What follows belongs to an exercise in optimizing a design on an open flow for small area, a short achievable clock period and few clock cycles per item; a production flow would make more cautious choices.
In this exercise RTL edits were held to simulation tests only and were not proved equivalent to the original.
Power and IR drop assume default switching activity.

===== config.mk =====
export PLATFORM = sky130hd
export DESIGN_NAME = div32
export DESIGN_NICKNAME = div32
export VERILOG_FILES = /design/flow/design.v
export SDC_FILE = /design/flow/constraint.sdc
export NUM_CORES = 4
export LEC_CHECK = 0
export ABC_AREA = 1
export CAP_MARGIN = 20
export CORE_MARGIN = 2
export CORE_UTILIZATION = 75
export CTS_BUF_LIST = sky130_fd_sc_hd__clkbuf_8
export CTS_CLUSTER_DIAMETER = 50
export CTS_CLUSTER_SIZE = 20
export SLEW_MARGIN = 20

===== constraint.sdc =====
create_clock -name core_clock -period 140.0 [get_ports {clk}]
set_input_delay 28.0000 -clock core_clock [delete_from_list [all_inputs] [get_ports {clk}]]
set_output_delay 28.0000 -clock core_clock [all_outputs]
set_load 0.01 [all_outputs]

===== design.v =====
module divmod
#(parameter W = 32)
(
    input  wire [W-1:0] n,    
    input  wire [31:0]  b,    
    output wire [W-1:0] ro,   
    output wire         qo    
);
wire [W:0]   c;
wire [W-1:0] x = c[W-1:0] ^ ~b[W-1:0];
assign c[0] = 1'b1;
genvar k;
generate for (k = 0; k < W; k = k + 1) begin : chain
    assign c[k+1] = x[k] ? n[k] : c[k];
end endgenerate
generate if (W < 32) begin : narrow
    assign qo = c[W] & ~|b[31:W];
end else begin : full
    assign qo = c[W];
end endgenerate
assign ro = n ^ ({W{qo}} & x);
endmodule
module div32
(
    input  wire        clk,
    input  wire        rst,
    input  wire        in_valid,
    output wire        in_ready,
    input  wire [31:0] in_q,
    input  wire [31:0] in_b,
    output reg         out_valid,
    output reg  [31:0] out_q,
    output reg  [31:0] out_r
);
assign in_ready = 1'b1;
reg        v0;
reg [31:0] d0;
reg [31:0] b0;
always @(posedge clk) begin
    v0 <= in_valid & ~rst;
    d0 <= in_q;
    b0 <= in_b;
end
wire [0:0] r0;
wire        q0;
divmod #(.W(1)) Stage0 (.n(d0[31]), .b(b0), .ro(r0), .qo(q0));
wire [31:0] e0 = {d0[30:0], q0};
wire [1:0] r1;
wire        q1;
divmod #(.W(2)) Stage1 (.n({r0, e0[31]}), .b(b0), .ro(r1), .qo(q1));
wire [31:0] e1 = {e0[30:0], q1};
wire [2:0] r2;
wire        q2;
divmod #(.W(3)) Stage2 (.n({r1, e1[31]}), .b(b0), .ro(r2), .qo(q2));
wire [31:0] e2 = {e1[30:0], q2};
wire [3:0] r3;
wire        q3;
divmod #(.W(4)) Stage3 (.n({r2, e2[31]}), .b(b0), .ro(r3), .qo(q3));
wire [31:0] e3 = {e2[30:0], q3};
wire [4:0] r4;
wire        q4;
divmod #(.W(5)) Stage4 (.n({r3, e3[31]}), .b(b0), .ro(r4), .qo(q4));
wire [31:0] e4 = {e3[30:0], q4};
wire [5:0] r5;
wire        q5;
divmod #(.W(6)) Stage5 (.n({r4, e4[31]}), .b(b0), .ro(r5), .qo(q5));
wire [31:0] e5 = {e4[30:0], q5};
wire [6:0] r6;
wire        q6;
divmod #(.W(7)) Stage6 (.n({r5, e5[31]}), .b(b0), .ro(r6), .qo(q6));
wire [31:0] e6 = {e5[30:0], q6};
wire [7:0] r7;
wire        q7;
divmod #(.W(8)) Stage7 (.n({r6, e6[31]}), .b(b0), .ro(r7), .qo(q7));
wire [31:0] e7 = {e6[30:0], q7};
wire [8:0] r8;
wire        q8;
divmod #(.W(9)) Stage8 (.n({r7, e7[31]}), .b(b0), .ro(r8), .qo(q8));
wire [31:0] e8 = {e7[30:0], q8};
wire [9:0] r9;
wire        q9;
divmod #(.W(10)) Stage9 (.n({r8, e8[31]}), .b(b0), .ro(r9), .qo(q9));
wire [31:0] e9 = {e8[30:0], q9};
wire [10:0] r10;
wire        q10;
divmod #(.W(11)) Stage10 (.n({r9, e9[31]}), .b(b0), .ro(r10), .qo(q10));
wire [31:0] e10 = {e9[30:0], q10};
wire [11:0] r11;
wire        q11;
divmod #(.W(12)) Stage11 (.n({r10, e10[31]}), .b(b0), .ro(r11), .qo(q11));
wire [31:0] e11 = {e10[30:0], q11};
reg        v1;
reg [31:0] d1;
reg [31:0] b1;
reg [11:0] r1_q;
always @(posedge clk) begin
    v1 <= v0 & ~rst;
    d1 <= e11;
    b1 <= b0;
    r1_q <= r11;
end
wire [12:0] r12;
wire        q12;
divmod #(.W(13)) Stage12 (.n({r1_q, d1[31]}), .b(b1), .ro(r12), .qo(q12));
wire [31:0] e12 = {d1[30:0], q12};
wire [13:0] r13;
wire        q13;
divmod #(.W(14)) Stage13 (.n({r12, e12[31]}), .b(b1), .ro(r13), .qo(q13));
wire [31:0] e13 = {e12[30:0], q13};
wire [14:0] r14;
wire        q14;
divmod #(.W(15)) Stage14 (.n({r13, e13[31]}), .b(b1), .ro(r14), .qo(q14));
wire [31:0] e14 = {e13[30:0], q14};
wire [15:0] r15;
wire        q15;
divmod #(.W(16)) Stage15 (.n({r14, e14[31]}), .b(b1), .ro(r15), .qo(q15));
wire [31:0] e15 = {e14[30:0], q15};
wire [16:0] r16;
wire        q16;
divmod #(.W(17)) Stage16 (.n({r15, e15[31]}), .b(b1), .ro(r16), .qo(q16));
wire [31:0] e16 = {e15[30:0], q16};
wire [17:0] r17;
wire        q17;
divmod #(.W(18)) Stage17 (.n({r16, e16[31]}), .b(b1), .ro(r17), .qo(q17));
wire [31:0] e17 = {e16[30:0], q17};
wire [18:0] r18;
wire        q18;
divmod #(.W(19)) Stage18 (.n({r17, e17[31]}), .b(b1), .ro(r18), .qo(q18));
wire [31:0] e18 = {e17[30:0], q18};
reg        v2;
reg [31:0] d2;
reg [31:0] b2;
reg [18:0] r2_q;
always @(posedge clk) begin
    v2 <= v1 & ~rst;
    d2 <= e18;
    b2 <= b1;
    r2_q <= r18;
end
wire [19:0] r19;
wire        q19;
divmod #(.W(20)) Stage19 (.n({r2_q, d2[31]}), .b(b2), .ro(r19), .qo(q19));
wire [31:0] e19 = {d2[30:0], q19};
wire [20:0] r20;
wire        q20;
divmod #(.W(21)) Stage20 (.n({r19, e19[31]}), .b(b2), .ro(r20), .qo(q20));
wire [31:0] e20 = {e19[30:0], q20};
wire [21:0] r21;
wire        q21;
divmod #(.W(22)) Stage21 (.n({r20, e20[31]}), .b(b2), .ro(r21), .qo(q21));
wire [31:0] e21 = {e20[30:0], q21};
wire [22:0] r22;
wire        q22;
divmod #(.W(23)) Stage22 (.n({r21, e21[31]}), .b(b2), .ro(r22), .qo(q22));
wire [31:0] e22 = {e21[30:0], q22};
wire [23:0] r23;
wire        q23;
divmod #(.W(24)) Stage23 (.n({r22, e22[31]}), .b(b2), .ro(r23), .qo(q23));
wire [31:0] e23 = {e22[30:0], q23};
reg        v3;
reg [31:0] d3;
reg [31:0] b3;
reg [23:0] r3_q;
always @(posedge clk) begin
    v3 <= v2 & ~rst;
    d3 <= e23;
    b3 <= b2;
    r3_q <= r23;
end
wire [24:0] r24;
wire        q24;
divmod #(.W(25)) Stage24 (.n({r3_q, d3[31]}), .b(b3), .ro(r24), .qo(q24));
wire [31:0] e24 = {d3[30:0], q24};
wire [25:0] r25;
wire        q25;
divmod #(.W(26)) Stage25 (.n({r24, e24[31]}), .b(b3), .ro(r25), .qo(q25));
wire [31:0] e25 = {e24[30:0], q25};
wire [26:0] r26;
wire        q26;
divmod #(.W(27)) Stage26 (.n({r25, e25[31]}), .b(b3), .ro(r26), .qo(q26));
wire [31:0] e26 = {e25[30:0], q26};
wire [27:0] r27;
wire        q27;
divmod #(.W(28)) Stage27 (.n({r26, e26[31]}), .b(b3), .ro(r27), .qo(q27));
wire [31:0] e27 = {e26[30:0], q27};
reg        v4;
reg [31:0] d4;
reg [31:0] b4;
reg [27:0] r4_q;
always @(posedge clk) begin
    v4 <= v3 & ~rst;
    d4 <= e27;
    b4 <= b3;
    r4_q <= r27;
end
wire [28:0] r28;
wire        q28;
divmod #(.W(29)) Stage28 (.n({r4_q, d4[31]}), .b(b4), .ro(r28), .qo(q28));
wire [31:0] e28 = {d4[30:0], q28};
wire [29:0] r29;
wire        q29;
divmod #(.W(30)) Stage29 (.n({r28, e28[31]}), .b(b4), .ro(r29), .qo(q29));
wire [31:0] e29 = {e28[30:0], q29};
wire [30:0] r30;
wire        q30;
divmod #(.W(31)) Stage30 (.n({r29, e29[31]}), .b(b4), .ro(r30), .qo(q30));
wire [31:0] e30 = {e29[30:0], q30};
wire [31:0] r31;
wire        q31;
divmod #(.W(32)) Stage31 (.n({r30, e30[31]}), .b(b4), .ro(r31), .qo(q31));
wire [31:0] e31 = {e30[30:0], q31};
always @(posedge clk) begin
    out_valid <= v4 & ~rst;
    out_q     <= e31;
    out_r     <= r31;
end
endmodule

===== flow/run.sh =====
#!/bin/bash
# Own layout flow: the standard layout (standard.sh) with two changes.
#  1. Synthesis is the standard synthesis script (synth_recipe.tcl) except
#     that ABC maps with flow/abc.script (area-oriented mapping without
#     ABC's own buffering and sizing; the placer's repair fixes fanout).
#     Everything else, registers and their names included, is as standard.
#  2. The port buffers are plain sky130_fd_sc_hd__buf_1 cells.
# Each tool's output goes to its own log in this folder (and ORFS's logs).
set -euo pipefail
here=$(pwd)
abc_script=$here/flow/abc.script
# synthesis script: synth_recipe.tcl with the ABC script swapped
{
  head -n 1 synth_recipe.tcl
  cat <<TCL
proc abc {args} {
  set i [lsearch -exact \$args -script]
  if {\$i >= 0} { lset args [expr {\$i + 1}] $abc_script }
  yosys abc {*}\$args
}
TCL
  tail -n +2 synth_recipe.tcl
} > own_synth.tcl
sed "s#SYNTH_SCRIPT=[^ ]*synth_recipe.tcl#SYNTH_SCRIPT=$here/own_synth.tcl#" standard.sh > own_standard.sh
grep -q "own_synth.tcl" own_standard.sh
export BUFFER_PORTS_ARGS="-buffer_cell sky130_fd_sc_hd__buf_1"
bash own_standard.sh synth > synth.log 2>&1
bash own_standard.sh finish > layout.log 2>&1

===== flow/abc.script =====
strash
dch
map -B 0.9

===== standard.sh =====
#!/bin/bash
# synth_recipe.tcl (not shown) runs the flow's synth.tcl, then flattens the netlist and writes it again
# the make line also repeats each setting of config.mk as NAME=value (left out here)
make -C /OpenROAD-flow-scripts/flow DESIGN_CONFIG=/design/flow/config.mk WORK_HOME=/design/flow/orfs CLKGATE_MAP_FILE= SYNTH_SCRIPT=/design/flow/synth_recipe.tcl "${@:-finish}"

==> results of run 1 <==
registers in the layout, summed over array words and instances (netlist names), 12 cells and up:
| name | cells |
|---|---|
| out_q | 32 |
| d2 | 32 |
| b4 | 32 |
| out_r | 32 |
| d1 | 32 |
| r2_q | 19 |
| d3 | 32 |
| r3_q | 24 |
| b1 | 32 |
| r4_q | 28 |
| b2 | 32 |
| d0 | 32 |
| b3 | 32 |
| b0 | 32 |
| d4 | 32 |
| r1_q | 12 |
stage by stage:
step | power (mW) | hold slack (ns) | area [sq um]
after floorplan | 0.217 | 0.310 | 27600
final | 0.319 | 0.319 | 29700
after detailed placement | 0.233 | 0.312 | 28700
after global routing | 0.340 | 0.327 | 29700
after CTS | 0.320 | 0.321 | 29700
after global placement | 0.231 | 0.310 | 28700
metal layers:
metal	routed length (microns)	global-route usage (%)
met1	24200	33.2
met2	28400	58.4
met3	1850	3.94
met4	1730	10.9
met5	0	0
area by class of cell:
| type | instances | area (sq um) |
|---|---|---|
| flip-flops and latches | 473 | 9470 |
| clock inverters | 24 | 363 |
| fillers | 2713 | 6770 |
| well taps | 468 | 586 |
| clock buffers | 43 | 592 |
| repair buffers | 138 | 544 |
| multi-input cells | 3265 | 16300 |
| inverters | 494 | 1850 |
final timing paths:
| path | from | end | cells after the start |
|---|---|---|---|
| max reg2reg | b0[24]$_DFF_P_ | r1_q[9]$_DFF_P_ | 184 |
| min reg2reg | d1[1]$_DFF_P_ | d2[8]$_DFF_P_ | 0 |
| max | out_q[23]$_DFF_P_ | out_q[23] | 1 |
| min | d1[1]$_DFF_P_ | d2[8]$_DFF_P_ | 0 |
cells in the mapped netlist (all sizes together):
master and n:
or2 32, o2111ai 1, conb 1, a21o 4
or4 1, o21ai 72, o211ai 5, o21bai 38
a31o 1, xor2 355, xnor2 138, a211oi 3
nor3 1, dfxtp 473, a21oi 18, o21a 3
nor4 9, nor2 165, nand4 36, nand3 743
clkinv 494, nand3b 10, a21boi 6, buf 1
a31oi 2, nand2 1619, a41oi 1, and2 1
power by group:
| part | total (mW) | internal, mW | switching [mW] |
|---|---|---|---|
| registers | 0.151 | 0.144 | 0.00668 |
| logic | 0.0801 | 0.0272 | 0.0529 |
| clock network | 0.0882 | 0.0378 | 0.0504 |
cells in the final DEF, fill, tap and decap left out, types with 2 or more instances in the layout:
master | netlist | layout
sky130_fd_sc_hd__nand2_1 | 1619 | 1618
sky130_fd_sc_hd__nand3_1 | 743 | 743
sky130_fd_sc_hd__clkinv_1 | 494 | 494
sky130_fd_sc_hd__dfxtp_1 | 473 | 473
sky130_fd_sc_hd__xor2_1 | 355 | 355
sky130_fd_sc_hd__nor2_1 | 165 | 165
sky130_fd_sc_hd__xnor2_1 | 138 | 138
sky130_fd_sc_hd__buf_1 | 0 | 131
sky130_fd_sc_hd__o21ai_0 | 72 | 72
sky130_fd_sc_hd__clkbuf_8 | 0 | 43
sky130_fd_sc_hd__o21bai_1 | 38 | 38
sky130_fd_sc_hd__nand4_1 | 36 | 36
sky130_fd_sc_hd__or2_2 | 32 | 32
sky130_fd_sc_hd__a21oi_1 | 18 | 18
sky130_fd_sc_hd__nand3b_1 | 10 | 10
sky130_fd_sc_hd__nor4_1 | 9 | 9
sky130_fd_sc_hd__buf_4 | 1 | 7
sky130_fd_sc_hd__a21boi_0 | 6 | 6
sky130_fd_sc_hd__o211ai_1 | 5 | 5
sky130_fd_sc_hd__inv_12 | 0 | 5
sky130_fd_sc_hd__clkinv_8 | 0 | 5
sky130_fd_sc_hd__a21o_2 | 4 | 4
sky130_fd_sc_hd__inv_8 | 0 | 4
sky130_fd_sc_hd__a211oi_1 | 3 | 3
sky130_fd_sc_hd__o21a_1 | 3 | 3
sky130_fd_sc_hd__bufinv_16 | 0 | 3
sky130_fd_sc_hd__a31oi_1 | 2 | 2
sky130_fd_sc_hd__inv_6 | 0 | 2
sky130_fd_sc_hd__clkinvlp_4 | 0 | 2
cells by family after synthesis:
kind of cell / count (synthesis) / synth area share [%]
and+or+nand+nor: 2617 / 39.9
buffers and inverters: 495 / 6.75
xor gates and xnor gates: 493 / 15.7
DFF: 473 / 34.3
AOI/OAI and AO/OA: 154 / 3.40
other: 1 / 0.0136
==> qor.log, run 1 <==
INFO  die            chipHeight=196microns
INFO  clock_tree     worstSkewPairLatency=0.65ns
INFO  timing         fin_tns_setup=0ns
INFO  layout         flow.area_growth_from_synthesis=7.54%
INFO  drt            detailroute.via_count=25900
INFO  layout         postLayoutCoreUtil=81.4%
INFO  timing         fin_ws=110.83ns
INFO  setup_path     cpMaxStageDelayCell=sky130_fd_sc_hd__dfxtp_1
INFO  setup_path     setup.reg_to_reg.worst_slack=111.98ns
INFO  die            core_area=36400squm
INFO  clock_tree     post-cts-setup-buffers=0
INFO  logic_synthesis yosysWarningCount=1
INFO  setup_path     critPathKind=reg2out
INFO  grt            via_count_of_the_first_global_routing_pass=23500
INFO  die            row_count=70
INFO  drt            drc_marker_count_from_the_first_detailed_route_iteration=1022
INFO  power          leakage=13.4nW
INFO  placed_design  dp_worst_setup_slack=111.49ns
INFO  grt            grtUsageTotal=30.0%
INFO  drt            detailedRoute.firstPassIterationCount=5
INFO  placed_design  dp.final_hpwl=43900microns
INFO  grt            global_route.overflow_total=0
INFO  setup_path     critical_path.startpoint_type=register
INFO  setup_path     critPathCaptureType=output port
INFO  flow_run       timing.max_cap.violations=0
INFO  setup_path     critical_path.cell_chain=buf_1
INFO  setup_path     critPathArrivalTime=1.17ns
INFO  timing         rsz0062_at_grt=false
INFO  drt            detail-route-antenna-nets=0
INFO  grt            grt_pass1_wl=99200microns
INFO  placed_design  dpl.cell_count=4838
INFO  timing         clock_skew=0.0274ns
INFO  grt            antenna_found_initial=0
INFO  clock_tree     cts_buffer_depth=3
INFO  die            floorplan.initialDensity=75.7%
INFO  logic_synthesis synth.top_cells.by_area=sky130_fd_sc_hd__dfxtp_1, sky130_fd_sc_hd__nand2_1, sky130_fd_sc_hd__nand3_1
INFO  timing         final-max-slew-violation-count=0
INFO  logic_synthesis synth.yosys.seq_area_share=34.3%
INFO  power          power_density=10.8nW/um^2
INFO  logic_synthesis synth_cell_types=28
INFO  clock_tree     clk_pin_slew=0.11ns
INFO  timing         timing.slew.headroom=36.9%
INFO  logic_synthesis synth_top_cell_area_share=34.3%
INFO  die            count_of_pins_on_the_block_boundary=133
INFO  placed_design  place.gp.congestion=0.892
INFO  clock_tree     ctsHoldBuffers=0
INFO  clock_tree     htreeDepth=2
INFO  setup_path     cpPeakStageDelay=0.35ns
INFO  clock_tree     cts_made_buffers=40
INFO  clock_tree     ctsRootBufferMaster=sky130_fd_sc_hd__clkbuf_8
INFO  clock_tree     clock_sink_count=473
INFO  drt            remaining_drc_errors=0
INFO  timing         finalWorstPathRequiredPeriod=29.17ns
INFO  logic_synthesis mappedNetlistArea=27600squm
INFO  die            die_width=196microns
INFO  worst_hold_path hold_path.class=reg2reg
INFO  placed_design  numPortBuffers=131
INFO  setup_path     worstPathMaxFanout=1
INFO  die            fp.dieArea=38300squm
INFO  logic_synthesis instance_count_of_the_mapped_netlist=4233
INFO  timing         transition_at_the_pin_with_the_smallest_max_transition_slack=0.938ns
INFO  clock_tree     cts_tree=done
INFO  timing         fmax=34.3MHz
INFO  logic_synthesis synthesis.nets=4300
INFO  layout         design.final.nets=4479
INFO  logic_synthesis synthDominantAreaCellType=sky130_fd_sc_hd__dfxtp_1
INFO  timing         timing.final.hold_violations=0
INFO  logic_synthesis postSynthAreaPerCell=6.52squm
INFO  timing         fin_crit_sh=20.8%
INFO  setup_path     worst-path-buf-inv=1
INFO  clock_tree     ctsResizeCount=0
INFO  setup_path     timing.critical_path.max_delay_family=flip-flops
INFO  layout         drive_above_1_share=2.55%
INFO  drt            viasPerCell=5.27
INFO  layout         antenna_cells=0
INFO  power          peak_supply_drop=0.0106mV
INFO  outcome        run_status=complete, no violations
INFO  setup_path     worst_ep_required_time=112.00ns
INFO  drt            totalWireLength=56200microns
INFO  timing         setup_violations=0
INFO  logic_synthesis ys_ff_latch=473
INFO  layout         fin_cells=4905
INFO  grt            largest_net_degree_at_the_start_of_global_routing=63
INFO  drt            detail_route.wl_per_cell=11.5microns
Testbench counts, summed over its fixed seeds: cycles 16,048, items 16,000.
==> inputs of run 2 (changes only) <==
--- a/flow/run.sh
+++ b/flow/run.sh
@@ -24,5 +24,6 @@
 sed "s#SYNTH_SCRIPT=[^ ]*synth_recipe.tcl#SYNTH_SCRIPT=$here/own_synth.tcl#" standard.sh > own_standard.sh
 grep -q "own_synth.tcl" own_standard.sh
 export BUFFER_PORTS_ARGS="-buffer_cell sky130_fd_sc_hd__buf_1"
+export CTS_ARGS="-sink_clustering_enable -repair_clock_nets -sink_clustering_size 20 -sink_clustering_max_diameter 50 -buf_list sky130_fd_sc_hd__clkbuf_8 -dont_use_dummy_load"
 bash own_standard.sh synth > synth.log 2>&1
 bash own_standard.sh finish > layout.log 2>&1
--- a/config.mk
+++ b/config.mk
@@ -8,7 +8,7 @@
 export ABC_AREA = 1
 export CAP_MARGIN = 20
 export CORE_MARGIN = 2
-export CORE_UTILIZATION = 75
+export CORE_UTILIZATION = 60
 export CTS_BUF_LIST = sky130_fd_sc_hd__clkbuf_8
 export CTS_CLUSTER_DIAMETER = 50
 export CTS_CLUSTER_SIZE = 20
==> run 2 against run 1 <==
Compared with the run above: still clean; clock skew grew 0.046 ns; clock power fell by 25%; first-iteration DRC count decreased by 4.2%; area after synthesis did not move; register-to-register slack improved by 0.58 ns; non-clock buffer count unchanged; final cell count is 2.2% higher; total power decreased by 7.3%; combinational power is 1% lower; setup slack improved by 0.037 ns; highest routed layer is now met5.
==> qor.log, run 2 <==
INFO  outcome        run_status=complete, no violations
INFO  die            floorplan.initialDensity=60.8% [-15 points]
INFO  layout         flow.area_growth_from_synthesis=6.78%
INFO  placed_design  dpl_cell_area=28900squm [+0.58%]
INFO  setup_path     cpPeakStageDelay=0.33ns [-0.02 ns]
INFO  layout         layout_commonest_cell=sky130_fd_sc_hd__nand2_1
INFO  timing         transition_at_the_pin_with_the_smallest_max_transition_slack=1.01ns [+0.0722 ns]
INFO  power          power.share.clock=22.4% [-5.2 points]
INFO  die            fp.dieArea=47700squm [+24%]
INFO  die            row_count=78 [+11%]
INFO  logic_synthesis post_synth_most_frequent_cells=sky130_fd_sc_hd__nand2_1, sky130_fd_sc_hd__nand3_1, sky130_fd_sc_hd__clkinv_1
INFO  clock_tree     ctsRootBufferMaster=sky130_fd_sc_hd__clkbuf_8
INFO  die            count_of_pins_on_the_block_boundary=133 [unchanged]
INFO  grt            grtUsageTotal=23.0% [-7.1 points]
INFO  grt            largest_net_degree_at_the_start_of_global_routing=63 [unchanged]
INFO  timing         clock_skew=0.0735ns [+0.0461 ns]
INFO  logic_synthesis synth_enable_flop_cells=0 [unchanged]
INFO  power          p_sw_share=33.1% [-1.4 points]
INFO  setup_path     rr_endpoint=r1_q[6]$_DFF_P_
INFO  clock_tree     worstSkewPairLatency=0.64ns [about the same]
INFO  worst_hold_path holdCritStartpoint=d4[12]$_DFF_P_
INFO  setup_path     cpMaxStageDelayCell=sky130_fd_sc_hd__dfxtp_1
INFO  setup_path     worst_ep_required_time=112.00ns [about the same]
INFO  timing         final-max-slew-violation-count=0 [unchanged]
INFO  setup_path     critical_path.reg2reg.startpoint=b0[28]$_DFF_P_
INFO  logic_synthesis synth_top_cell_area_share=34.3% [unchanged]
INFO  clock_tree     cts_tree=done
INFO  drt            maxUsedRoutingLayer=met5
INFO  power          p_int=0.198mW [-5.3%]
INFO  drt            remaining_drc_errors=0 [unchanged]
INFO  logic_synthesis yosysWarningCount=1 [unchanged]
INFO  logic_synthesis ys_ff_latch=473 [unchanged]
INFO  flow_run       timing.max_cap.violations=0 [unchanged]
INFO  drt            detail_route.wl_per_cell=10.5microns [-7.9%]
INFO  power          comb_power_share=26.7% [+1.6 points]
INFO  logic_synthesis synth_top_flop_cell=sky130_fd_sc_hd__dfxtp_1
INFO  timing         whs=0.297ns [-0.0212 ns]
INFO  grt            grt_pass1_wl=94300microns [-5.0%]
INFO  power          peak_supply_drop=0.00967mV [-9.2%]
INFO  worst_hold_path hold_path_depth=0 [unchanged]
INFO  layout         postLayoutCoreUtil=64.9% [-17 points]
INFO  clock_tree     ctsHoldBuffers=0 [unchanged]
INFO  logic_synthesis synth.top_cells.by_area=sky130_fd_sc_hd__dfxtp_1, sky130_fd_sc_hd__nand2_1, sky130_fd_sc_hd__nand3_1
INFO  logic_synthesis proportion_of_register_bits_with_asynchronous_set_or_reset_after_synthesis=0% [unchanged]
INFO  placed_design  numPortBuffers=131 [unchanged]
INFO  power          power_density=10.0nW/um^2 [-6.6%]
INFO  timing         timing.slew.headroom=32.1% [-4.8 points]
INFO  clock_tree     clock_sink_count=473 [unchanged]
INFO  grt            antenna_found_initial=2 [+2]
INFO  setup_path     timing.critical_path.max_delay_family=flip-flops
INFO  placed_design  dp_worst_setup_slack=111.53ns [+0.0350 ns]
INFO  drt            met2_wirelength=25400microns [-10%]
INFO  clock_tree     cts_buffer_depth=3 [unchanged]
INFO  logic_synthesis synthesis.nets=4300 [unchanged]
INFO  setup_path     worst-path-buf-inv=1 [unchanged]
INFO  worst_hold_path hold-path-endpoint=out_q[16]$_DFF_P_
INFO  setup_path     setup.reg_to_reg.worst_slack=112.56ns [+0.58 ns]
INFO  die            die_width=218microns [+12%]
INFO  layout         design.final.nets=4481 [+0.045%]
INFO  logic_synthesis top_count_cell_post_synth=sky130_fd_sc_hd__nand2_1
INFO  setup_path     critical_path.cell_chain=buf_1
INFO  timing         finalWorstPathRequiredPeriod=29.13ns [-0.0370 ns]
INFO  die            chipHeight=218microns [+12%]
INFO  clock_tree     htreeDepth=2 [unchanged]
INFO  drt            viasPerCell=4.95 [-6.1%]
INFO  layout         stdcell_area=29500squm [-0.70%]
INFO  power          netSwitchingPower=0.0979mW [-11%]
INFO  die            core_area=45400squm [+25%]
INFO  power          power.sequential.fraction=50.9% [+3.7 points]
INFO  setup_path     worst-r2r-cell-count=183 [-0.54%]
INFO  setup_path     worstPathMaxFanout=1 [unchanged]
INFO  timing         rsz0062_at_grt=false
INFO  worst_hold_path hold_path.class=reg2reg
INFO  placed_design  dp.final_hpwl=43600microns [-0.61%]
INFO  drt            totalWireLength=52800microns [-5.9%]
INFO  drt            route.met3.wl=1430microns [-23%]
INFO  timing         fmax=34.3MHz [+0.13%]
INFO  drt            detail-route-antenna-nets=0 [unchanged]
INFO  layout         drive_above_1_share=2.02% [-0.53 points]
INFO  setup_path     critPathArrivalTime=1.13ns [-0.04 ns]
INFO  grt            global_route.overflow_total=0 [unchanged]
INFO  placed_design  place.gp.congestion=0.885 [-0.71%]
INFO  timing         fin_crit_sh=20.8% [-0.026 points]
INFO  logic_synthesis instance_count_of_the_mapped_netlist=4233 [unchanged]
INFO  timing         fin_ws=110.87ns [+0.0370 ns]
INFO  logic_synthesis synth_cell_types=28 [unchanged]
INFO  layout         layout_common_cells=sky130_fd_sc_hd__nand2_1, sky130_fd_sc_hd__nand3_1, sky130_fd_sc_hd__clkinv_1
INFO  timing         fin_tns_setup=0ns [unchanged]
INFO  setup_path     critPathKind=reg2out
INFO  drt            detailedRoute.firstPassIterationCount=6 [+1]
INFO  clock_tree     ctsResizeCount=0 [unchanged]
INFO  grt            via_count_of_the_first_global_routing_pass=22200 [-5.7%]
INFO  logic_synthesis synth.yosys.seq_area_share=34.3% [unchanged]
INFO  clock_tree     cts_made_buffers=42 [+5.0%]
INFO  logic_synthesis postSynthAreaPerCell=6.52squm [unchanged]
INFO  power          leakage=13.2nW [-1.3%]
INFO  drt            drt-met1-wl=24500microns [+0.94%]
INFO  logic_synthesis synthDominantAreaCellType=sky130_fd_sc_hd__dfxtp_1
INFO  setup_path     critPathCaptureType=output port
INFO  drt            drc_marker_count_from_the_first_detailed_route_iteration=979 [-4.2%]
INFO  clock_tree     post-cts-setup-buffers=0 [unchanged]
INFO  drt            detailroute.via_count=24800 [-4.1%]
INFO  timing         setup_violations=0 [unchanged]
INFO  clock_tree     clk_pin_slew=0.11ns [about the same]
INFO  logic_synthesis mappedNetlistArea=27600squm [unchanged]
INFO  setup_path     critical_path.startpoint_type=register
INFO  timing         timing.final.hold_violations=0 [unchanged]
run 2: logic make-up after synthesis:
| logic type | count (synthesis) | synth area share (%) |
|---|---|---|
| AOI/OAI and AO/OA | 154 | 3.40 |
| xor gates and xnor gates | 493 | 15.7 |
| and+or+nand+nor | 2617 | 39.9 |
| buffers and inverters | 495 | 6.75 |
| DFF | 473 | 34.3 |
| other | 1 | 0.0136 |
run 2: power groups by stage:
stage	sequential [mW]	combinational (mW)	clock (mW)
finish	0.151	0.0789	0.0664
global route	0.152	0.0930	0.0741
CTS	0.151	0.0793	0.0696
detailed placement	0.154	0.0792	0
global placement	0.154	0.0778	0
floorplan	0.154	0.0626	0
run 2: worst max path at each step:
| stage | from | to | slack [ns] | cells after the start |
|---|---|---|---|---|
| finish | out_q[31]$_DFF_P_ | out_q[31] | 110.87 | 1 |
| global route | b0[28]$_DFF_P_ | r1_q[7]$_DFF_P_ | 108.92 | 183 |
| CTS | out_q[31]$_DFF_P_ | out_q[31] | 110.80 | 1 |
| detailed placement | out_q[31]$_DFF_P_ | out_q[31] | 111.53 | 1 |
| global placement | out_q[25]$_DFF_P_ | out_q[25] | 111.56 | 1 |
| floorplan | out_q[0]$_DFF_P_ | out_q[0] | 111.67 | 0 |
run 2: through the flow:
step	std cells	power, mW
floorplan	4233	0.217
global route	5013	0.319
CTS	5012	0.300
global placement	4970	0.232
finish	5013	0.296
detailed placement	4970	0.233
run 2: cell type report:
cell class,count,area (sq um)
Antenna cell,1,2.50
Clock buffer,42,578
Fill cell,4354,15900
Inverter,494,1850
Multi-Input combinational cell,3265,16300
Sequential cell,473,9470
Tap cell,600,751
Timing Repair Buffer,138,544
run 2: metal layers:
layer / global-route usage [%] / up-vias
met3: 2.76 / 78
met2: 43.2 / 228
met4: 7.91 / 2
met5: 0 / -
met1: 26.7 / 10700
li1: - / 13800
==> inputs of run 3 (changes only) <==
==> flow/run.sh (replaced) <==
#!/bin/bash
# Own layout flow: the standard layout (standard.sh) with three changes.
#  1. Synthesis is the standard synthesis script (synth_recipe.tcl) except
#     that ABC maps with flow/abc.script (area-oriented mapping without
#     ABC's own buffering and sizing; the placer's repair fixes fanout).
#     Everything else, registers and their names included, is as standard.
#  2. The port buffers are plain sky130_fd_sc_hd__buf_1 cells.
#  3. Clock tree synthesis gets explicit arguments (flow/cts_args.txt):
#     clkbuf_8 cells in sink clusters, without dummy loads.
# Each tool's output goes to its own log in this folder (synth.log,
# layout.log) besides ORFS's own logs under orfs/logs.
set -euo pipefail
here=$(pwd)
abc_script=$here/flow/abc.script
# synthesis script: synth_recipe.tcl with the ABC script swapped
{
  head -n 1 synth_recipe.tcl
  cat <<TCL
proc abc {args} {
  set i [lsearch -exact \$args -script]
  if {\$i >= 0} { lset args [expr {\$i + 1}] $abc_script }
  yosys abc {*}\$args
}
TCL
  tail -n +2 synth_recipe.tcl
} > own_synth.tcl
sed "s#SYNTH_SCRIPT=[^ ]*\.tcl#SYNTH_SCRIPT=$here/own_synth.tcl#" standard.sh > own_standard.sh
if ! grep -q "own_synth.tcl" own_standard.sh; then
  cp standard.sh own_standard.sh   # fall back to the standard synthesis
fi
export BUFFER_PORTS_ARGS="-buffer_cell sky130_fd_sc_hd__buf_1"
export CTS_ARGS="$(cat flow/cts_args.txt)"
bash own_standard.sh synth > synth.log 2>&1
bash own_standard.sh finish > layout.log 2>&1
==> flow/cts_args.txt (new file) <==
-sink_clustering_enable -repair_clock_nets -sink_clustering_size 20 -sink_clustering_max_diameter 50 -buf_list sky130_fd_sc_hd__clkbuf_8 -dont_use_dummy_load
--- a/config.mk
+++ b/config.mk
@@ -8,8 +8,9 @@
 export ABC_AREA = 1
 export CAP_MARGIN = 20
 export CORE_MARGIN = 2
-export CORE_UTILIZATION = 60
+export CORE_UTILIZATION = 70
 export CTS_BUF_LIST = sky130_fd_sc_hd__clkbuf_8
 export CTS_CLUSTER_DIAMETER = 50
 export CTS_CLUSTER_SIZE = 20
+export PLACE_DENSITY = 0.7
 export SLEW_MARGIN = 20
==> run 3 against run 2 <==
Compared with the run above: via count up 2.5%; wire length up 1.6%; largest power group unchanged; critical endpoint is now out_q[21]; worst hold slack worse by 0.0097 ns.
==> qor.log, run 3 <==
INFO  clock_tree     cts_tree=done
INFO  clock_tree     cts_made_buffers=42 [unchanged]
INFO  die            core_area=38700squm [-15%]
INFO  timing         clock_skew=0.0941ns [+0.0207 ns]
INFO  logic_synthesis synthDominantAreaCellType=sky130_fd_sc_hd__dfxtp_1
INFO  timing         timing.slew.headroom=33.3% [+1.3 points]
INFO  timing         finalWorstPathRequiredPeriod=29.14ns [+0.00800 ns]
INFO  clock_tree     post-cts-setup-buffers=0 [unchanged]
INFO  worst_hold_path hold_path.class=reg2reg
INFO  drt            detailroute.via_count=25400 [+2.5%]
INFO  setup_path     cpPeakStageDelay=0.33ns [about the same]
INFO  grt            largest_net_degree_at_the_start_of_global_routing=63 [unchanged]
INFO  setup_path     critical_path.reg2reg.startpoint=b0[28]$_DFF_P_
INFO  layout         drive_above_1_share=1.97% [-0.044 points]
INFO  logic_synthesis postSynthAreaPerCell=6.52squm [unchanged]
INFO  power          leakage=13.2nW [about the same]
INFO  setup_path     worstPathMaxFanout=1 [unchanged]
INFO  placed_design  dp.final_hpwl=43200microns [-1.0%]
INFO  die            row_count=72 [-7.7%]
INFO  logic_synthesis synth.yosys.seq_area_share=34.3% [unchanged]
INFO  layout         fin_cells=4928 [-1.7%]
INFO  die            fp.dieArea=41000squm [-14%]
INFO  worst_hold_path hold-path-endpoint=d3[5]$_DFF_P_
INFO  setup_path     timing.critical_path.max_delay_family=flip-flops
INFO  clock_tree     worstSkewPairLatency=0.66ns [+0.02 ns]
INFO  timing         fin_tns_setup=0ns [unchanged]
INFO  setup_path     critical_path.cell_chain=buf_1
INFO  setup_path     rr_endpoint=r1_q[10]$_DFF_P_
INFO  logic_synthesis yosysWarningCount=1 [unchanged]
INFO  logic_synthesis proportion_of_register_bits_with_asynchronous_set_or_reset_after_synthesis=0% [unchanged]
INFO  logic_synthesis synth_enable_flop_cells=0 [unchanged]
INFO  outcome        run_status=complete, no violations
INFO  layout         layout_commonest_cell=sky130_fd_sc_hd__nand2_1
INFO  placed_design  numPortBuffers=131 [unchanged]
INFO  timing         fin_crit_sh=20.8% [about the same]
INFO  clock_tree     clk_pin_slew=0.11ns [about the same]
INFO  worst_hold_path holdCritStartpoint=d2[0]$_DFF_P_
INFO  grt            grt.met1_usage=30.4% [+3.7 points]
INFO  placed_design  place.gp.congestion=0.911 [+2.9%]
INFO  drt            remaining_drc_errors=0 [unchanged]
INFO  layout         antenna_cells=0 [-1]
INFO  die            chipHeight=203microns [-7.3%]
INFO  drt            detail_route.wl_per_cell=10.9microns [+3.3%]
INFO  grt            grt_pass1_wl=95000microns [+0.78%]
INFO  power          peak_supply_drop=0.0111mV [+14%]
INFO  drt            detail-route-antenna-nets=0 [unchanged]
INFO  logic_synthesis synth_cell_types=28 [unchanged]
INFO  logic_synthesis instance_count_of_the_mapped_netlist=4233 [unchanged]
INFO  layout         design.final.nets=4479 [-0.045%]
INFO  timing         fmax=34.3MHz [about the same]
INFO  worst_hold_path hold_path_depth=0 [unchanged]
INFO  drt            detailedRoute.firstPassIterationCount=5 [-1]
INFO  flow_run       timing.max_cap.violations=0 [unchanged]
INFO  timing         setup_violations=0 [unchanged]
INFO  die            floorplan.initialDensity=71.2% [+10 points]
INFO  drt            totalWireLength=53700microns [+1.6%]
INFO  grt            gr-usage-met3=3.68% [+0.92 points]
INFO  clock_tree     ctsHoldBuffers=0 [unchanged]
INFO  die            count_of_pins_on_the_block_boundary=133 [unchanged]
INFO  timing         rsz0062_at_grt=false
INFO  setup_path     critical_path.startpoint_type=register
INFO  clock_tree     ctsResizeCount=0 [unchanged]
INFO  setup_path     critPathKind=reg2out
INFO  setup_path     critPathArrivalTime=1.14ns [about the same]
INFO  logic_synthesis synth_top_flop_cell=sky130_fd_sc_hd__dfxtp_1
INFO  grt            grtUsageTotal=26.8% [+3.8 points]
INFO  setup_path     worst_ep_required_time=112.00ns [about the same]
INFO  grt            gr-max-usage-layer=met2
INFO  clock_tree     ctsRootBufferMaster=sky130_fd_sc_hd__clkbuf_8
INFO  die            die_width=203microns [-7.3%]
INFO  logic_synthesis post_synth_most_frequent_cells=sky130_fd_sc_hd__nand2_1, sky130_fd_sc_hd__nand3_1, sky130_fd_sc_hd__clkinv_1
INFO  logic_synthesis synth.top_cells.by_area=sky130_fd_sc_hd__dfxtp_1, sky130_fd_sc_hd__nand2_1, sky130_fd_sc_hd__nand3_1
INFO  timing         transition_at_the_pin_with_the_smallest_max_transition_slack=0.991ns [-0.0189 ns]
INFO  drt            viasPerCell=5.16 [+4.3%]
INFO  drt            drc_marker_count_from_the_first_detailed_route_iteration=1198 [+22%]
INFO  timing         final-max-slew-violation-count=0 [unchanged]
INFO  clock_tree     htreeDepth=2 [unchanged]
INFO  setup_path     setup.reg_to_reg.worst_slack=111.97ns [-0.59 ns]
INFO  layout         flow.area_growth_from_synthesis=6.35%
INFO  logic_synthesis ys_ff_latch=473 [unchanged]
INFO  setup_path     worst-path-buf-inv=1 [unchanged]
INFO  grt            grt_use_met2=51.3% [+8.2 points]
INFO  logic_synthesis top_count_cell_post_synth=sky130_fd_sc_hd__nand2_1
INFO  setup_path     cpMaxStageDelayCell=sky130_fd_sc_hd__dfxtp_1
INFO  layout         layout_common_cells=sky130_fd_sc_hd__nand2_1, sky130_fd_sc_hd__nand3_1, sky130_fd_sc_hd__clkinv_1
INFO  grt            global_route.overflow_total=0 [unchanged]
INFO  setup_path     worst-r2r-cell-count=183 [unchanged]
INFO  logic_synthesis synthesis.nets=4300 [unchanged]
INFO  logic_synthesis synth_top_cell_area_share=34.3% [unchanged]
INFO  clock_tree     cts_buffer_depth=3 [unchanged]
INFO  grt            antenna_found_initial=0 [-2]
INFO  layout         n_fill_cell=3290 [-24%]
INFO  grt            via_count_of_the_first_global_routing_pass=22800 [+2.6%]
INFO  power          power_density=10.1nW/um^2 [+0.83%]
INFO  setup_path     critPathCaptureType=output port
INFO  placed_design  dpl.cell_count=4886 [-1.7%]
INFO  timing         timing.final.hold_violations=0 [unchanged]
INFO  clock_tree     clock_sink_count=473 [unchanged]
INFO  logic_synthesis mappedNetlistArea=27600squm [unchanged]
[run 3: cell count changes in the layout (fill, tap and decap cells not counted), sizes merged]
cell   delta
diode     -1
buf       -2
[run 3: metrics by stage]
stage | power, mW | utilization [%] | hold WS (ns) | setup slack, ns | instance area [sq um]
4_1_cts | 0.299 | 75.7 | 0.286 | 110.81 | 29300
6_report | 0.297 | 75.7 | 0.288 | 110.86 | 29300
3_3_place_gp | 0.231 | 74.2 | 0.310 | 111.56 | 28800
3_5_place_dp | 0.233 | 74.2 | 0.312 | 111.55 | 28800
2_1_floorplan | 0.217 | - | 0.310 | 111.67 | 27600
5_1_grt | 0.318 | 75.7 | 0.290 | 108.56 | 29300
[run 3: final cells by class]
cell class | count | area (sq um) | share of cell area [%]
tap | 518 | 648 | 2.21
clock buffer | 42 | 578 | 1.97
inverter | 494 | 1850 | 6.32
sequential | 473 | 9470 | 32.3
multi-input combinational | 3265 | 16300 | 55.4
timing repair buffer | 136 | 529 | 1.80
[run 3: per-layer routing]
metal  wire [microns]  share of wire, %
met1            23900                45
met3             1750               3.3
met2            26400                49
met5                0                 0
met4             1590               3.0
[run 3: kinds of logic after synthesis]
logic type	count (synthesis)	share of synthesized area, %
AO/OA/AOI/OAI	154	3.40
XOR/XNOR	493	15.7
buffers and inverters	495	6.75
flip-flops	473	34.3
other	1	0.0136
AND/OR/NAND/NOR	2617	39.9
[run 3: power by group]
part	internal [mW]	switching [mW]	total [mW]
combinational	0.0272	0.0523	0.0795
clock	0.0267	0.0401	0.0669
sequential	0.144	0.00663	0.151
total	0.198	0.0991	0.297
[run 3: worst max path at each step]
stage | from | endpoint | cells past startpoint
floorplan | out_q[0]$_DFF_P_ | out_q[0] | 0
global placement | out_q[23]$_DFF_P_ | out_q[23] | 1
detailed placement | out_q[21]$_DFF_P_ | out_q[21] | 1
CTS | out_q[21]$_DFF_P_ | out_q[21] | 1
global route | b1[1]$_DFF_P_ | r2_q[9]$_DFF_P_ | 241
finish | out_q[21]$_DFF_P_ | out_q[21] | 1
==> inputs of run 4 (changes only) <==
--- a/config.mk
+++ b/config.mk
@@ -8,9 +8,8 @@
 export ABC_AREA = 1
 export CAP_MARGIN = 20
 export CORE_MARGIN = 2
-export CORE_UTILIZATION = 70
+export CORE_UTILIZATION = 60
 export CTS_BUF_LIST = sky130_fd_sc_hd__clkbuf_8
 export CTS_CLUSTER_DIAMETER = 50
 export CTS_CLUSTER_SIZE = 20
-export PLACE_DENSITY = 0.7
 export SLEW_MARGIN = 20
==> run 4 against run 3 <==
Compared with the run above: critical endpoint is now out_q[31]; wire length fell by 1.5%; clock-buffer cell count is the same; first-iteration DRC count fell by 18%; critical path type unchanged; worst hold slack gained 0.0097 ns; sequential cell count unchanged; combinational power fell by 0.8%.
==> qor.log, run 4 <==
INFO  timing         timing.slew.headroom=32.1% [-1.3 points]
INFO  power          leakage=13.2nW [about the same]
INFO  placed_design  dp.final_hpwl=43600microns [+1.0%]
INFO  layout         sequential_cell_area=9470squm [unchanged]
INFO  power          power_density=10.0nW/um^2 [-0.82%]
INFO  logic_synthesis mappedNetlistArea=27600squm [unchanged]
INFO  layout         n_fill_cell=4354 [+32%]
INFO  worst_hold_path hold_path.class=reg2reg
INFO  layout         fin_cells=5013 [+1.7%]
INFO  logic_synthesis proportion_of_register_bits_with_asynchronous_set_or_reset_after_synthesis=0% [unchanged]
INFO  layout         layout_common_cells=sky130_fd_sc_hd__nand2_1, sky130_fd_sc_hd__nand3_1, sky130_fd_sc_hd__clkinv_1
INFO  setup_path     critical_path.reg2reg.startpoint=b0[28]$_DFF_P_
INFO  clock_tree     clock_sink_count=473 [unchanged]
INFO  die            count_of_pins_on_the_block_boundary=133 [unchanged]
INFO  setup_path     worstPathMaxFanout=1 [unchanged]
INFO  setup_path     critPathKind=reg2out
INFO  timing         timing.final.hold_violations=0 [unchanged]
INFO  timing         final-max-slew-violation-count=0 [unchanged]
INFO  logic_synthesis postSynthAreaPerCell=6.52squm [unchanged]
INFO  drt            remaining_drc_errors=0 [unchanged]
INFO  placed_design  dp_worst_setup_slack=111.53ns [-0.0180 ns]
INFO  power          peak_supply_drop=0.00967mV [-13%]
INFO  worst_hold_path hold-path-endpoint=out_q[16]$_DFF_P_
INFO  placed_design  numPortBuffers=131 [unchanged]
INFO  clock_tree     ctsRootBufferMaster=sky130_fd_sc_hd__clkbuf_8
INFO  setup_path     setup.reg_to_reg.worst_slack=112.56ns [+0.59 ns]
INFO  die            row_count=78 [+8.3%]
INFO  outcome        run_status=complete, no violations
INFO  setup_path     critPathArrivalTime=1.13ns [about the same]
INFO  logic_synthesis yosysWarningCount=1 [unchanged]
INFO  setup_path     cpMaxStageDelayCell=sky130_fd_sc_hd__dfxtp_1
INFO  logic_synthesis synth_enable_flop_cells=0 [unchanged]
INFO  grt            largest_net_degree_at_the_start_of_global_routing=63 [unchanged]
INFO  clock_tree     ctsResizeCount=0 [unchanged]
INFO  timing         fin_ws=110.87ns [+0.00800 ns]
INFO  drt            detail_route.wl_per_cell=10.5microns [-3.2%]
INFO  timing         transition_at_the_pin_with_the_smallest_max_transition_slack=1.01ns [+0.0189 ns]
INFO  grt            global_route.overflow_total=0 [unchanged]
INFO  drt            viasPerCell=4.95 [-4.1%]
INFO  clock_tree     cts_buffer_depth=3 [unchanged]
INFO  grt            grtUsageTotal=23.0% [-3.8 points]
INFO  placed_design  dpl_cell_area=28900squm [+0.41%]
INFO  setup_path     worst-r2r-cell-count=183 [unchanged]
INFO  setup_path     critPathCaptureType=output port
INFO  worst_hold_path holdCritStartpoint=d4[12]$_DFF_P_
INFO  timing         fmax=34.3MHz [about the same]
INFO  drt            drc_marker_count_from_the_first_detailed_route_iteration=979 [-18%]
INFO  setup_path     critical_path.startpoint_type=register
INFO  clock_tree     cts_made_buffers=42 [unchanged]
INFO  setup_path     worst_ep_required_time=112.00ns [about the same]
INFO  clock_tree     ctsHoldBuffers=0 [unchanged]
INFO  placed_design  dpl.cell_count=4970 [+1.7%]
INFO  logic_synthesis synthDominantAreaCellType=sky130_fd_sc_hd__dfxtp_1
INFO  timing         setup_violations=0 [unchanged]
INFO  placed_design  place.gp.congestion=0.885 [-2.8%]
INFO  clock_tree     post-cts-setup-buffers=0 [unchanged]
INFO  clock_tree     worstSkewPairLatency=0.64ns [-0.02 ns]
INFO  logic_synthesis synth_top_flop_cell=sky130_fd_sc_hd__dfxtp_1
INFO  timing         clock_skew=0.0735ns [-0.0207 ns]
INFO  layout         drive_above_1_share=2.02% [+0.044 points]
INFO  layout         stdcell_area=29500squm [+0.41%]
INFO  drt            detailedRoute.firstPassIterationCount=6 [+1]
INFO  setup_path     timing.critical_path.max_delay_family=flip-flops
INFO  die            die_width=218microns [+7.9%]
INFO  die            floorplan.initialDensity=60.8% [-10 points]
INFO  die            core_area=45400squm [+17%]
INFO  grt            antenna_found_initial=2 [+2]
INFO  grt            grt_pass1_wl=94300microns [-0.78%]
INFO  logic_synthesis synth_top_cell_area_share=34.3% [unchanged]
INFO  logic_synthesis synthesis.nets=4300 [unchanged]
INFO  logic_synthesis ys_ff_latch=473 [unchanged]
INFO  drt            detail-route-antenna-nets=0 [unchanged]
INFO  layout         flow.area_growth_from_synthesis=6.78%
INFO  logic_synthesis post_synth_most_frequent_cells=sky130_fd_sc_hd__nand2_1, sky130_fd_sc_hd__nand3_1, sky130_fd_sc_hd__clkinv_1
INFO  logic_synthesis instance_count_of_the_mapped_netlist=4233 [unchanged]
INFO  timing         rsz0062_at_grt=false
INFO  layout         layout_commonest_cell=sky130_fd_sc_hd__nand2_1
INFO  logic_synthesis synth.yosys.seq_area_share=34.3% [unchanged]
INFO  die            fp.dieArea=47700squm [+16%]
INFO  setup_path     rr_endpoint=r1_q[6]$_DFF_P_
INFO  setup_path     critical_path.cell_chain=buf_1
INFO  drt            totalWireLength=52800microns [-1.5%]
INFO  clock_tree     cts_tree=done
INFO  logic_synthesis top_count_cell_post_synth=sky130_fd_sc_hd__nand2_1
INFO  logic_synthesis synth.top_cells.by_area=sky130_fd_sc_hd__dfxtp_1, sky130_fd_sc_hd__nand2_1, sky130_fd_sc_hd__nand3_1
INFO  die            chipHeight=218microns [+7.9%]
INFO  timing         fin_tns_setup=0ns [unchanged]
INFO  setup_path     cpPeakStageDelay=0.33ns [about the same]
INFO  timing         fin_crit_sh=20.8% [about the same]
INFO  setup_path     worst-path-buf-inv=1 [unchanged]
INFO  drt            detailroute.via_count=24800 [-2.5%]
INFO  timing         finalWorstPathRequiredPeriod=29.13ns [-0.00800 ns]
INFO  clock_tree     htreeDepth=2 [unchanged]
INFO  layout         multi_input_comb_area=16300squm [unchanged]
INFO  flow_run       timing.max_cap.violations=0 [unchanged]
INFO  grt            via_count_of_the_first_global_routing_pass=22200 [-2.5%]
INFO  layout         design.final.nets=4481 [+0.045%]
INFO  worst_hold_path hold_path_depth=0 [unchanged]
INFO  clock_tree     clk_pin_slew=0.11ns [about the same]
INFO  logic_synthesis synth_cell_types=28 [unchanged]
## run 4: area by class of cell
| type | instances | share of cell area [%] |
|---|---|---|
| antenna | 1 | 0.00850 |
| clock buffer | 42 | 1.96 |
| inverter | 494 | 6.30 |
| multi-input combinational | 3265 | 55.2 |
| sequential | 473 | 32.1 |
| tap | 600 | 2.55 |
| timing repair buffer | 138 | 1.85 |
## run 4: logic make-up after synthesis
family | synth area share [%]
other cells | 0.0136
simple gates | 39.9
buf+inv | 6.75
flops | 34.3
xor+xnor | 15.7
compound gates | 3.40
## run 4: where the power goes
group	switching [mW]	total [mW]	internal (mW)
clock network	0.0397	0.0664	0.0267
logic	0.0517	0.0789	0.0272
registers	0.00649	0.151	0.144
## run 4: worst reg2reg max path: cells and delay by family (launching register included)
kind | cells | cell delay [ns]
buf+inv | 19 | 2.42
compound gates | 35 | 6.70
xor+xnor | 9 | 1.99
simple gates | 120 | 15.90
flops | 1 | 0.33
## run 4: worst max-delay path by stage
stage	cells past startpoint	startpoint	slack, ns	endpoint
4_1_cts	1	out_q[31]$_DFF_P_	110.80	out_q[31]
5_1_grt	183	b0[28]$_DFF_P_	108.92	r1_q[7]$_DFF_P_
3_5_place_dp	1	out_q[31]$_DFF_P_	111.53	out_q[31]
3_3_place_gp	1	out_q[25]$_DFF_P_	111.56	out_q[25]
2_1_floorplan	0	out_q[0]$_DFF_P_	111.67	out_q[0]
6_report	1	out_q[31]$_DFF_P_	110.87	out_q[31]
## run 4: per-layer routing
layer  wire, microns  share of wire, %  GRT usage [%]  up-vias
li1                -                 -              -    13800
met1           24500                46           26.7    10700
met2           25400                48           43.2      228
met3            1430               2.7           2.76       78
met4            1520               2.9           7.91        2
met5              13             0.025              0        -
## run 4: stage by stage
| step | hold slack [ns] | total power, mW | utilization, % |
|---|---|---|---|
| detailed placement | 0.312 | 0.233 | 63.6 |
| CTS | 0.299 | 0.300 | 64.9 |
| global route | 0.298 | 0.319 | 64.9 |
| floorplan | 0.310 | 0.217 | - |
| global placement | 0.310 | 0.232 | 63.6 |
| finish | 0.297 | 0.296 | 64.9 |
==> inputs of run 5 (changes only) <==
==> flow/cts_args.txt (replaced) <==
-sink_clustering_enable -repair_clock_nets -sink_clustering_size 24 -sink_clustering_max_diameter 60 -buf_list sky130_fd_sc_hd__clkbuf_8 -dont_use_dummy_load
==> run 5 against run 4 <==
Compared with the run above: highest routed layer unchanged; final area shrank 0.19%; synthesized cell count is the same; worst hold slack worse by 0.0092 ns; sequential power about the same; critical path type unchanged; non-clock buffer count did not move; via count barely moved.
==> qor.log, run 5 <==
INFO  logic_synthesis mappedNetlistArea=27600squm [unchanged]
INFO  setup_path     critPathKind=reg2out
INFO  clock_tree     cts_made_buffers=38 [-9.5%]
INFO  clock_tree     htreeDepth=2 [unchanged]
INFO  die            die_width=218microns [unchanged]
INFO  timing         setup_violations=0 [unchanged]
INFO  timing         timing.final.hold_violations=0 [unchanged]
INFO  clock_tree     clk_pin_slew=0.12ns [about the same]
INFO  logic_synthesis post_synth_most_frequent_cells=sky130_fd_sc_hd__nand2_1, sky130_fd_sc_hd__nand3_1, sky130_fd_sc_hd__clkinv_1
INFO  grt            global_route.overflow_total=0 [unchanged]
INFO  clock_tree     ctsRootBufferMaster=sky130_fd_sc_hd__clkbuf_8
INFO  layout         design.final.nets=4477 [-0.089%]
INFO  placed_design  place.gp.congestion=0.885 [unchanged]
INFO  drt            remaining_drc_errors=0 [unchanged]
INFO  drt            detail_route.wl_per_cell=10.5microns [-0.16%]
INFO  setup_path     worst-r2r-cell-count=183 [unchanged]
INFO  power          power_density=9.95nW/um^2 [-0.92%]
INFO  worst_hold_path hold_path.class=reg2reg
INFO  layout         layout_common_cells=sky130_fd_sc_hd__nand2_1, sky130_fd_sc_hd__nand3_1, sky130_fd_sc_hd__clkinv_1
INFO  power          peak_supply_drop=0.0102mV [+5.3%]
INFO  timing         rsz0062_at_grt=false
INFO  placed_design  dpl_cell_area=28900squm [unchanged]
INFO  setup_path     timing.critical_path.max_delay_family=flip-flops
INFO  layout         stdcell_area=29400squm [-0.19%]
INFO  timing         fin_ws=110.85ns [-0.0220 ns]
INFO  clock_tree     cts_tree=done
INFO  clock_tree     worstSkewPairLatency=0.65ns [about the same]
INFO  grt            grtUsageTotal=22.9% [about the same]
INFO  setup_path     cpMaxStageDelayCell=sky130_fd_sc_hd__dfxtp_1
INFO  layout         sequential_cell_area=9470squm [unchanged]
INFO  die            row_count=78 [unchanged]
INFO  timing         finalWorstPathRequiredPeriod=29.15ns [+0.0220 ns]
INFO  setup_path     worst-path-buf-inv=1 [unchanged]
INFO  logic_synthesis proportion_of_register_bits_with_asynchronous_set_or_reset_after_synthesis=0% [unchanged]
INFO  logic_synthesis postSynthAreaPerCell=6.52squm [unchanged]
INFO  placed_design  dp.final_hpwl=43600microns [unchanged]
INFO  logic_synthesis synth_cell_types=28 [unchanged]
INFO  setup_path     setup.reg_to_reg.worst_slack=112.53ns [-0.03 ns]
INFO  timing         transition_at_the_pin_with_the_smallest_max_transition_slack=1.01ns [+0.00388 ns]
INFO  logic_synthesis synth_top_cell_area_share=34.3% [unchanged]
INFO  die            fp.dieArea=47700squm [unchanged]
INFO  setup_path     worst_ep_required_time=112.00ns [about the same]
INFO  layout         flow.area_growth_from_synthesis=6.58%
INFO  timing         fmax=34.3MHz [about the same]
INFO  timing         final-max-slew-violation-count=0 [unchanged]
INFO  timing         fin_tns_setup=0ns [unchanged]
INFO  clock_tree     cts_buffer_depth=3 [unchanged]
INFO  outcome        run_status=complete, no violations
INFO  drt            totalWireLength=52700microns [-0.24%]
INFO  setup_path     worstPathMaxFanout=1 [unchanged]
INFO  placed_design  numPortBuffers=131 [unchanged]
INFO  drt            detailedRoute.firstPassIterationCount=5 [-1]
INFO  clock_tree     clock_sink_count=473 [unchanged]
INFO  logic_synthesis synth.yosys.seq_area_share=34.3% [unchanged]
INFO  logic_synthesis top_count_cell_post_synth=sky130_fd_sc_hd__nand2_1
INFO  layout         n_fill_cell=4349 [-0.11%]
INFO  logic_synthesis synthDominantAreaCellType=sky130_fd_sc_hd__dfxtp_1
INFO  drt            drc_marker_count_from_the_first_detailed_route_iteration=942 [-3.8%]
INFO  setup_path     critPathArrivalTime=1.15ns [+0.02 ns]
INFO  flow_run       timing.max_cap.violations=0 [unchanged]
INFO  setup_path     critical_path.startpoint_type=register
INFO  logic_synthesis synthesis.nets=4300 [unchanged]
INFO  clock_tree     ctsResizeCount=0 [unchanged]
INFO  setup_path     critical_path.cell_chain=buf_1
INFO  layout         drive_above_1_share=1.93% [-0.089 points]
INFO  grt            grt_pass1_wl=94100microns [-0.18%]
INFO  timing         clock_skew=0.0870ns [+0.0135 ns]
INFO  clock_tree     ctsHoldBuffers=0 [unchanged]
INFO  logic_synthesis synth.top_cells.by_area=sky130_fd_sc_hd__dfxtp_1, sky130_fd_sc_hd__nand2_1, sky130_fd_sc_hd__nand3_1
INFO  setup_path     critical_path.reg2reg.startpoint=b0[28]$_DFF_P_
INFO  layout         multi_input_comb_area=16300squm [unchanged]
INFO  logic_synthesis synth_top_flop_cell=sky130_fd_sc_hd__dfxtp_1
INFO  die            count_of_pins_on_the_block_boundary=133 [unchanged]
INFO  grt            antenna_found_initial=2 [unchanged]
INFO  grt            largest_net_degree_at_the_start_of_global_routing=63 [unchanged]
INFO  grt            via_count_of_the_first_global_routing_pass=22200 [-0.22%]
INFO  logic_synthesis instance_count_of_the_mapped_netlist=4233 [unchanged]
INFO  logic_synthesis ys_ff_latch=473 [unchanged]
INFO  placed_design  dp_worst_setup_slack=111.53ns [unchanged]
INFO  logic_synthesis synth_enable_flop_cells=0 [unchanged]
INFO  setup_path     rr_endpoint=r1_q[7]$_DFF_P_
INFO  layout         layout_commonest_cell=sky130_fd_sc_hd__nand2_1
INFO  drt            detailroute.via_count=24800 [+0.040%]
INFO  die            chipHeight=218microns [unchanged]
INFO  setup_path     cpPeakStageDelay=0.34ns [about the same]
INFO  drt            viasPerCell=4.96 [+0.12%]
INFO  power          power.total=0.293mW [-1.1%]
INFO  timing         timing.slew.headroom=31.8% [-0.26 points]
INFO  setup_path     crit_end=out_q[31]
INFO  setup_path     critPathCaptureType=output port
INFO  worst_hold_path holdCritStartpoint=d2[13]$_DFF_P_
INFO  power          leakage=13.2nW [-0.22%]
INFO  logic_synthesis yosysWarningCount=1 [unchanged]
INFO  worst_hold_path hold_path_depth=0 [unchanged]
INFO  die            core_area=45400squm [unchanged]
INFO  die            floorplan.initialDensity=60.8% [unchanged]
INFO  timing         fin_crit_sh=20.8% [about the same]
INFO  setup_path     cp.depth=1 [unchanged]
INFO  setup_path     timing.critical_path.from=out_q[31]$_DFF_P_
INFO  drt            detail-route-antenna-nets=0 [unchanged]
INFO  clock_tree     post-cts-setup-buffers=0 [unchanged]
-- run 5: cell counts after synthesis --
Identical to the previous run, type by type.
-- run 5: worst min path at each step --
stage	endpoint
CTS	d3[18]$_DFF_P_
finish	d3[18]$_DFF_P_
floorplan	d1[12]$_DFF_P_
global placement	d2[25]$_DFF_P_
detailed placement	d3[22]$_DFF_P_
global route	d3[18]$_DFF_P_
-- run 5: cell type report --
| class | instances | share of cell area (%) |
|---|---|---|
| clock buffer | 38 | 1.78 |
| antenna | 1 | 0.00851 |
| sequential | 473 | 32.2 |
| tap | 600 | 2.55 |
| multi-input combinational | 3265 | 55.3 |
| inverter | 494 | 6.31 |
| timing repair buffer | 138 | 1.85 |
-- run 5: power breakdown --
group	leakage, nW	internal, mW	switching [mW]	total (mW)
logic	8.99	0.0272	0.0517	0.0789
clock network	0.273	0.0243	0.0388	0.0631
registers	3.95	0.144	0.00649	0.151
-- run 5: worst reg2reg max path, delay by kind of cell (launching register included) --
kind | cells | cell delay (ns)
AO/OA/AOI/OAI | 35 | 6.71
XOR/XNOR | 9 | 1.97
buffers and inverters | 19 | 2.42
AND/OR/NAND/NOR | 120 | 15.95
flip-flops | 1 | 0.33
-- run 5: kinds of logic (layout without fill, tap and decap cells) --
kind of cell | Yosys count | in the layout | share of synthesized area, %
compound gates | 154 | 154 | 3.40
xor+xnor | 493 | 493 | 15.7
buf+inv | 495 | 670 | 6.75
flops | 473 | 473 | 34.3
other cells | 1 | 2 | 0.0136
simple gates | 2617 | 2617 | 39.9
-- run 5: per-stage QoR --
| step | util, % | hold WS, ns | std cells |
|---|---|---|---|
| floorplan | - | 0.310 | 4233 |
| global placement | 63.6 | 0.310 | 4970 |
| detailed placement | 63.6 | 0.312 | 4970 |
| CTS | 64.8 | 0.289 | 5008 |
| global route | 64.8 | 0.295 | 5009 |
| finish | 64.8 | 0.288 | 5009 |
-- run 5: per-layer routing --
| metal | vias up | part of all wire [%] | track usage [%] |
|---|---|---|---|
| li1 | 13800 | - | - |
| met1 | 10800 | 46 | 26.6 |
| met2 | 222 | 48 | 43.2 |
| met3 | 74 | 2.7 | 2.80 |
| met4 | 2 | 2.7 | 7.76 |
| met5 | - | 0.025 | 0 |
==> inputs of run 6 (changes only) <==
==> flow/cts_args.txt (replaced) <==
-sink_clustering_enable -repair_clock_nets -sink_clustering_size 20 -sink_clustering_max_diameter 50 -buf_list sky130_fd_sc_hd__clkbuf_8 -root_buf sky130_fd_sc_hd__clkbuf_16 -dont_use_dummy_load
==> run 6 against run 5 <==
Compared with the run above: non-clock buffer count is the same; combinational power is essentially flat; total power grew 2.4%; clock power grew 11%; final cell count is essentially flat; maximum frequency grew 0.34%; final area grew 0.37%; worst hold slack gained 0.0081 ns; setup slack gained 0.099 ns; critical path depth is the same.
==> qor.log, run 6 <==
INFO  layout         layout_common_cells=sky130_fd_sc_hd__nand2_1, sky130_fd_sc_hd__nand3_1, sky130_fd_sc_hd__clkinv_1
INFO  timing         finalWorstPathRequiredPeriod=29.06ns [-0.0990 ns]
INFO  clock_tree     clock_sink_count=473 [unchanged]
INFO  logic_synthesis synthDominantAreaCellType=sky130_fd_sc_hd__dfxtp_1
INFO  setup_path     critical_path.cell_chain=buf_1
INFO  placed_design  dpl.cell_count=4970 [unchanged]
INFO  outcome        run_status=complete, no violations
INFO  layout         multi_input_comb_area=16300squm [unchanged]
INFO  drt            detailedRoute.firstPassIterationCount=5 [unchanged]
INFO  clock_tree     cts_tree=done
INFO  clock_tree     ctsResizeCount=0 [unchanged]
INFO  die            floorplan.initialDensity=60.8% [unchanged]
INFO  timing         transition_at_the_pin_with_the_smallest_max_transition_slack=1.02ns [+0.00502 ns]
INFO  placed_design  dpl_cell_area=28900squm [unchanged]
INFO  layout         antenna_cells=0 [-1]
INFO  grt            grtUsageTotal=23.0% [+0.047 points]
INFO  setup_path     critPathCaptureType=output port
INFO  setup_path     critical_path.startpoint_type=register
INFO  logic_synthesis top_count_cell_post_synth=sky130_fd_sc_hd__nand2_1
INFO  timing         timing.final.hold_violations=0 [unchanged]
INFO  layout         stdcell_area=29500squm [+0.37%]
INFO  drt            remaining_drc_errors=0 [unchanged]
INFO  placed_design  place.gp.congestion=0.885 [unchanged]
INFO  flow_run       timing.max_cap.violations=0 [unchanged]
INFO  setup_path     worst_ep_required_time=112.00ns [about the same]
INFO  drt            drc_marker_count_from_the_first_detailed_route_iteration=1047 [+11%]
INFO  setup_path     worst-path-buf-inv=1 [unchanged]
INFO  layout         sequential_cell_area=9470squm [unchanged]
INFO  power          power.total=0.300mW [+2.4%]
INFO  layout         n_fill_cell=4346 [-0.069%]
INFO  clock_tree     clk_pin_slew=0.11ns [about the same]
INFO  logic_synthesis synth.yosys.seq_area_share=34.3% [unchanged]
INFO  drt            detailroute.via_count=24800 [+0.024%]
INFO  die            die_width=218microns [unchanged]
INFO  drt            totalWireLength=52900microns [+0.29%]
INFO  drt            viasPerCell=4.95 [about the same]
INFO  timing         timing.slew.headroom=31.5% [-0.34 points]
INFO  power          power_density=10.2nW/um^2 [+2.0%]
INFO  layout         design.final.nets=4481 [+0.089%]
INFO  timing         fmax=34.4MHz [+0.34%]
INFO  logic_synthesis synth_top_cell_area_share=34.3% [unchanged]
INFO  setup_path     worstPathMaxFanout=1 [unchanged]
INFO  placed_design  numPortBuffers=131 [unchanged]
INFO  grt            global_route.overflow_total=0 [unchanged]
INFO  timing         fin_crit_sh=20.8% [-0.071 points]
INFO  die            core_area=45400squm [unchanged]
INFO  timing         final-max-slew-violation-count=0 [unchanged]
INFO  die            chipHeight=218microns [unchanged]
INFO  logic_synthesis synth_enable_flop_cells=0 [unchanged]
## run 6: cell types whose count changed in the layout (fill, tap and decap cells not counted)
cell                        change
sky130_fd_sc_hd__diode_2        -1
sky130_fd_sc_hd__clkbuf_16      +5
sky130_fd_sc_hd__clkbuf_8       -1
## run 6: logic make-up (layout without fill, tap and decap cells)
kind of cell,after synthesis,count (layout),share of synthesized area (%)
AND/OR/NAND/NOR,2617,2617,39.9
buffers and inverters,495,674,6.75
XOR/XNOR,493,493,15.7
flip-flops,473,473,34.3
AO/OA/AOI/OAI,154,154,3.40
other,1,1,0.0136
## run 6: per-layer routing
layer  vias to the layer above  part of all wire (%)  routed length (microns)  track usage (%)
met1                     10800                    47                    24600             26.7
met3                        78                   2.7                     1400             2.81
met5                         -                 0.025                       13                0
li1                      13800                     -                        -                -
met2                       218                    48                    25400             43.2
met4                         2                   2.8                     1470             7.87
## run 6: power by group
group,internal (mW),switching (mW)
clock network,0.0301,0.0400
logic,0.0272,0.0517
registers,0.144,0.00651
## run 6: final timing paths
path	startpoint	endpoint	slack, ns	cells past startpoint
worst min register to register	d4[12]$_DFF_P_	out_q[16]$_DFF_P_	0.30	0
worst max register to register	b0[28]$_DFF_P_	r1_q[6]$_DFF_P_	112.63	183
worst max-delay path	out_q[31]$_DFF_P_	out_q[31]	110.95	1
worst min-delay path	d4[12]$_DFF_P_	out_q[16]$_DFF_P_	0.30	0
## run 6: per-stage QoR
step                hold slack (ns)  setup WS [ns]
floorplan                     0.310         111.67
global placement              0.310         111.56
detailed placement            0.312         111.53
CTS                           0.299         110.90
global route                  0.298         108.94
finish                        0.296         110.95
## run 6: layout make-up
cell class                 instances  share of cell area, %
clock buffer                      42                   2.15
inverter                         494                   6.28
multi-input combinational       3265                   55.1
sequential                       473                   32.1
tap                              600                   2.54
timing repair buffer             138                   1.84

-- separate check: timing with driven ports --
In the flow no input, the clock included, has a driving cell. The finished layouts below were timed again as built, in two steps. Step 1 (the two cells are an assumption about what drives the block):
set clk [get_ports {clk}]
set_driving_cell -lib_cell sky130_fd_sc_hd__clkbuf_16 $clk
set_driving_cell -lib_cell sky130_fd_sc_hd__buf_2 [delete_from_list [all_inputs] $clk]
Step 2 adds t to the input delays and takes it off the output delays; t is the mean of the earliest and latest rising clock arrival at the registers after step 1. Input paths then give back, and output paths get back, about the clock's delay inside the block. a / b / c = ideal / step 1 / step 2; a / b = the first two.
run	t (ns)	setup WS [ns]	worst slew at a driven data input, ns
run 1	0.686	110.831 / 110.778 / 111.464	0.04
run 2	0.656	110.868 / 110.815 / 111.472	0.04
run 3	0.661	110.860 / 110.810 / 111.471	0.04
run 4	0.656	110.868 / 110.815 / 111.472	0.04
run 5	0.661	110.846 / 110.793 / 111.455	0.04
run 6	0.582	110.945 / 110.889 / 111.470	0.04
After both steps every run listed still meets setup and hold.
